This is an optimization exercise on Yosys and OpenROAD, whose aim is small area, not a production implementation.

== lane 1 ==
==> flow/design.v <==
module PCaddconstant(r, c);
    input [3:0] r;
    output [7:0] c;
    assign c = {~r, r};
endmodule
module PSsubstitutionlayer(sin, sout);
    input [319:0] sin;
    output [319:0] sout;
    wire [63:0] x0 = sin[319:256], x1 = sin[255:192], x2 = sin[191:128],
                x3 = sin[127:64], x4 = sin[63:0];
    wire [63:0] a0 = x0 ^ x4, a1 = x1, a2 = x2 ^ x1, a3 = x3, a4 = x4 ^ x3;
    wire [63:0] c0 = a0 ^ (~a1 & a2);
    wire [63:0] c1 = a1 ^ (~a2 & a3);
    wire [63:0] c2 = a2 ^ (~a3 & a4);
    wire [63:0] c3 = a3 ^ (~a4 & a0);
    wire [63:0] c4 = a4 ^ (~a0 & a1);
    assign sout = {c0 ^ c4, c1 ^ c0, ~c2, c3 ^ c2, c4};
endmodule
module PLlineardiffusion(sin, sout);
    input [319:0] sin;
    output [319:0] sout;
    wire [63:0] x0 = sin[319:256], x1 = sin[255:192], x2 = sin[191:128],
                x3 = sin[127:64], x4 = sin[63:0];
    wire [63:0] b0 = x0 ^ {x0[18:0], x0[63:19]} ^ {x0[27:0], x0[63:28]};
    wire [63:0] b1 = x1 ^ {x1[60:0], x1[63:61]} ^ {x1[38:0], x1[63:39]};
    wire [63:0] b2 = x2 ^ {x2[0:0],  x2[63:1]}  ^ {x2[5:0],  x2[63:6]};
    wire [63:0] b3 = x3 ^ {x3[9:0],  x3[63:10]} ^ {x3[16:0], x3[63:17]};
    wire [63:0] b4 = x4 ^ {x4[6:0],  x4[63:7]}  ^ {x4[40:0], x4[63:41]};
    assign sout = {b0, b1, b2, b3, b4};
endmodule
module Permutation(sin, sout);
    input [319:0] sin;
    output [319:0] sout;
    wire [319:0] d;
    PSsubstitutionlayer P2(sin, d);
    PLlineardiffusion P3(d, sout);
endmodule
module counter(clk, rst, count);
    input clk, rst;
    output reg [6:0] count;
    always @(posedge clk)
        if (rst)
            count <= 7'd1;
        else if (count != 7'd127)
            count <= count + 7'd1;
endmodule
module Ascon_Encryption(count, Encryption, Decryption, Hashing, z,
                        ld, sA, sP, sPad, drep, kK, kF, kT, dsep, byp, clr, en, six);
    input [6:0] count;
    input Encryption, Decryption, Hashing, z;
    output ld, sPad, drep, kK, kF, kT, dsep, byp, clr, six;
    output [3:0] sA, sP, en;
    wire aead = Encryption | Decryption;
    wire [6:0] c = count;
    assign ld    = c == 7'd1;
    assign sA[0] = aead & (c == 7'd13);
    assign sA[1] = aead & (c == 7'd19);
    assign sA[2] = aead & (c == 7'd25);
    assign sA[3] = aead & (c == 7'd31);
    assign sP[0] = aead & (c == 7'd43) | Hashing & ld;
    assign sP[1] = aead & (c == 7'd49) | Hashing & (c == 7'd13);
    assign sP[2] = aead & (c == 7'd55) | Hashing & (c == 7'd25);
    assign sP[3] = aead & (c == 7'd61) | Hashing & (c == 7'd37);
    assign sPad  = aead & ((c == 7'd37) | (c == 7'd67)) | Hashing & (c == 7'd49);
    assign drep  = Decryption & ((c == 7'd43) | (c == 7'd49) | (c == 7'd55) | (c == 7'd61));
    assign kK    = aead & ((c == 7'd13) | (c == 7'd79));
    assign kF    = aead & (c == 7'd67);
    assign kT    = aead & ((c == 7'd80) | (c == 7'd81));
    assign dsep  = aead & (c == 7'd43);
    assign byp   = (c >= 7'd97) | aead & (c >= 7'd79);
    assign clr   = Decryption & (c == 7'd81) & z;
    assign en[0] = aead & (c == 7'd43) | Hashing & (c == 7'd61) | clr;
    assign en[1] = aead & (c == 7'd49) | Hashing & (c == 7'd73) | clr;
    assign en[2] = aead & (c == 7'd55) | Hashing & (c == 7'd85) | clr;
    assign en[3] = aead & (c == 7'd61) | Hashing & (c == 7'd97) | clr;
    assign six   = aead & (c >= 7'd12) & (c < 7'd66);
endmodule
module Ascon_Encryption_upper(clk,rst,Encryption,C,T,Decryption,Hashing,K,N,A,P,Tin);
    input clk, rst, Encryption, Decryption, Hashing;
    input [127:0] K, N, Tin;
    input [255:0] A, P;
    output reg [255:0] C;
    output reg [127:0] T;
    localparam [63:0]  IV  = 64'h80400c0600000000;
    localparam [63:0]  PAD = 64'h8000000000000000;
    localparam [319:0] HIV = 320'hee9398aadb67f03d8bb21831c60f1002b48a92db98d5da6243189921b8f8e3e8348fa5c9d525e140;
    wire [6:0] count;
    counter c1(clk, rst, count);
    reg [191:0] sh;
    reg [3:0] r;
    wire z = |T;
    wire ld, sPad, drep, kK, kF, kT, dsep, byp, clr, six;
    wire [3:0] sA, sP, en;
    Ascon_Encryption A1(count, Encryption, Decryption, Hashing, z,
                        ld, sA, sP, sPad, drep, kK, kF, kT, dsep, byp, clr, en, six);
    wire [63:0] din = {64{sA[0]}} & A[255:192] | {64{sA[1]}} & A[191:128] |
                      {64{sA[2]}} & A[127:64]  | {64{sA[3]}} & A[63:0] |
                      {64{sP[0]}} & P[255:192] | {64{sP[1]}} & P[191:128] |
                      {64{sP[2]}} & P[127:64]  | {64{sP[3]}} & P[63:0] |
                      {64{sPad}} & PAD;
    wire [63:0] s0 = sh[191:128], s1 = sh[127:64], s2 = sh[63:0];
    wire [63:0] y  = (s0 & {64{~clr}}) ^ din;
    wire ldA = ld & ~Hashing, ldH = ld & Hashing;
    wire kx = kF | ldA;
    wire [63:0] u0 = (s0 & {64{~(ld | drep | clr)}}) ^ din ^ ({64{ldA}} & IV) ^ ({64{ldH}} & HIV[319:256]);
    wire [63:0] u1 = (s1 & {64{~ld}}) ^ ({64{kx}} & K[127:64]) ^ ({64{ldH}} & HIV[255:192]);
    wire [63:0] u2 = (s2 & {64{~ld}}) ^ ({64{kx}} & K[63:0])   ^ ({64{ldH}} & HIV[191:128]);
    wire [63:0] u3 = (T[127:64] & {64{~ld}}) ^ ({64{kK}} & K[127:64] | {64{kT}} & Tin[127:64] | {64{ldA}} & N[127:64] | {64{ldH}} & HIV[127:64]);
    wire [63:0] u4 = (T[63:0] & {64{~ld}}) ^ ({64{kK}} & K[63:0] | {64{kT}} & Tin[63:0] | {64{ldA}} & N[63:0] | {64{ldH}} & HIV[63:0]) ^ {63'd0, dsep};
    wire [7:0] rc;
    PCaddconstant P1(r, rc);
    wire [319:0] v;
    Permutation P4({u0, u1, u2 ^ {56'd0, rc}, u3, u4}, v);
    always @(posedge clk) begin
        sh <= v[319:128];
        T  <= byp ? {u3, u4} : v[127:0];
        if (rst)
            r <= 4'd0;
        else if (r == 4'd11)
            r <= six ? 4'd6 : 4'd0;
        else
            r <= r + 4'd1;
        if (en[0]) C[255:192] <= y;
        if (en[1]) C[191:128] <= y;
        if (en[2]) C[127:64]  <= y;
        if (en[3]) C[63:0]    <= y;
    end
endmodule
Settings: LEC_CHECK=0, CAP_MARGIN=20, CORE_MARGIN=2, CORE_UTILIZATION=45, CTS_BUF_LIST=sky130_fd_sc_hd__clkbuf_16, CTS_CLUSTER_DIAMETER=100, CTS_CLUSTER_SIZE=24, PLACE_DENSITY=0.6, SLEW_MARGIN=20; clock period 10.0 ns.
standard.sh (not shown) runs the stock make flow with config.mk's settings and CLKGATE_MAP_FILE= SYNTH_SCRIPT=/design/flow/synth_recipe.tcl, a recipe that flattens the netlist after the stock synthesis.
==> flow/flow/run.sh <==
#!/bin/bash
# Own layout flow: the standard ORFS flow (standard.sh) with these changes:
#  * IO pins may sit one routing track apart (place_pins -min_distance 1 track), so the
#    1285 ports do not set the die size;
#  * the port buffers that placement inserts on every input and output are buf_1 cells;
#  * floorplan does not size up gates for timing before placement (REMOVE_ABC_BUFFERS=1:
#    there, unplaced high-fanout nets look slow and make it upsize hundreds of gates).
# Each tool's full output is in orfs/logs/ (ORFS) and flow_*.log here.
set -euo pipefail
W=$(pwd)
export FLOW_WORK="$W"
export MY_ABC_SCRIPT="$W/flow/abc_area.script"
export BUFFER_PORTS_ARGS="-buffer_cell sky130_fd_sc_hd__buf_1"
export PLACE_PINS_ARGS="-min_distance 1 -min_distance_in_tracks"
export REMOVE_ABC_BUFFERS=1
bash standard.sh SYNTH_SCRIPT="$W/flow/synth.tcl" \
  "BUFFER_PORTS_ARGS=-buffer_cell sky130_fd_sc_hd__buf_1" \
  "PLACE_PINS_ARGS=-min_distance 1 -min_distance_in_tracks" REMOVE_ABC_BUFFERS=1 finish > "$W/flow_standard.log" 2>&1
==> flow/flow/abc_area.script <==
&get -n
&st
&dch
&nf -R 1000
&put
topo
==> flow/flow/synth.tcl <==
proc abc {args} {
  set i [lsearch -exact $args -script]
  if {$i >= 0} { set args [lreplace $args $i [expr {$i+1}] -script $::env(MY_ABC_SCRIPT)] }
  yosys abc {*}$args
}
source $::env(FLOW_WORK)/synth_recipe.tcl
### lane 1 -> lane 2
==> flow/flow/run.sh <==
#!/bin/bash
set -euo pipefail
W=$(pwd)
export FLOW_WORK="$W"
export MY_ABC_SCRIPT="$W/flow/abc_area.script"
export BUFFER_PORTS_ARGS="-buffer_cell sky130_fd_sc_hd__buf_1"
export PLACE_PINS_ARGS="-min_distance 1 -min_distance_in_tracks"
bash standard.sh SYNTH_SCRIPT="$W/flow/synth.tcl" \
  "BUFFER_PORTS_ARGS=-buffer_cell sky130_fd_sc_hd__buf_1" \
  "PLACE_PINS_ARGS=-min_distance 1 -min_distance_in_tracks" finish > "$W/flow_standard.log" 2>&1
Findings:
- Delta (lane 2 minus lane 1): placement-stage cell area now sits higher; starting density of the core now sits at about the same level; wire length now sits at about the same level; non-filler instance count after layout now sits lower; multi-input gate share of total cell area now sits higher.
- Share of the cycle needed by the critical path after routing ends up lower on lane 2.
- As far as post-synthesis mux area share goes, lane 2 and lane 1 are indistinguishable; the numbers are identical.
- Lane 2 against lane 1: wire length on met2 fell by about 0.4%; final area rose by 0.0028 mm2; number of clock buffer instances in the layout fell by 6.
No functional check of the RTL was part of any run of this note.

[static timing again, ports no longer ideal]
Ports are ideal in the flow. The routed layouts listed here were re-timed in OpenROAD.
Step 1, drivers: a clkbuf_16 drives clk and a buf_2 each remaining input, both assumed.
Step 2, shift: input delay + t, output delay - t, t = (earliest + latest rising clock arrival at the registers) / 2. This alone moves slack from input paths to output paths.
Three values: ideal ports, drivers, drivers and shift; two values: the first two.
run | shift t [ns] | slack for setup (ns) | slew at the worst register clock pin (ns)
lane 1 | 0.681 | 2.416 / 2.415 / 1.734 | 0.11 / 0.11
lane 2 | 0.746 | 2.437 / 2.446 / 1.700 | 0.12 / 0.12
After both steps setup and hold are still met in every run listed. The setup slack of lane 2, which loses most, moves by +0.009 ns with the drivers and by -0.737 ns with both steps.
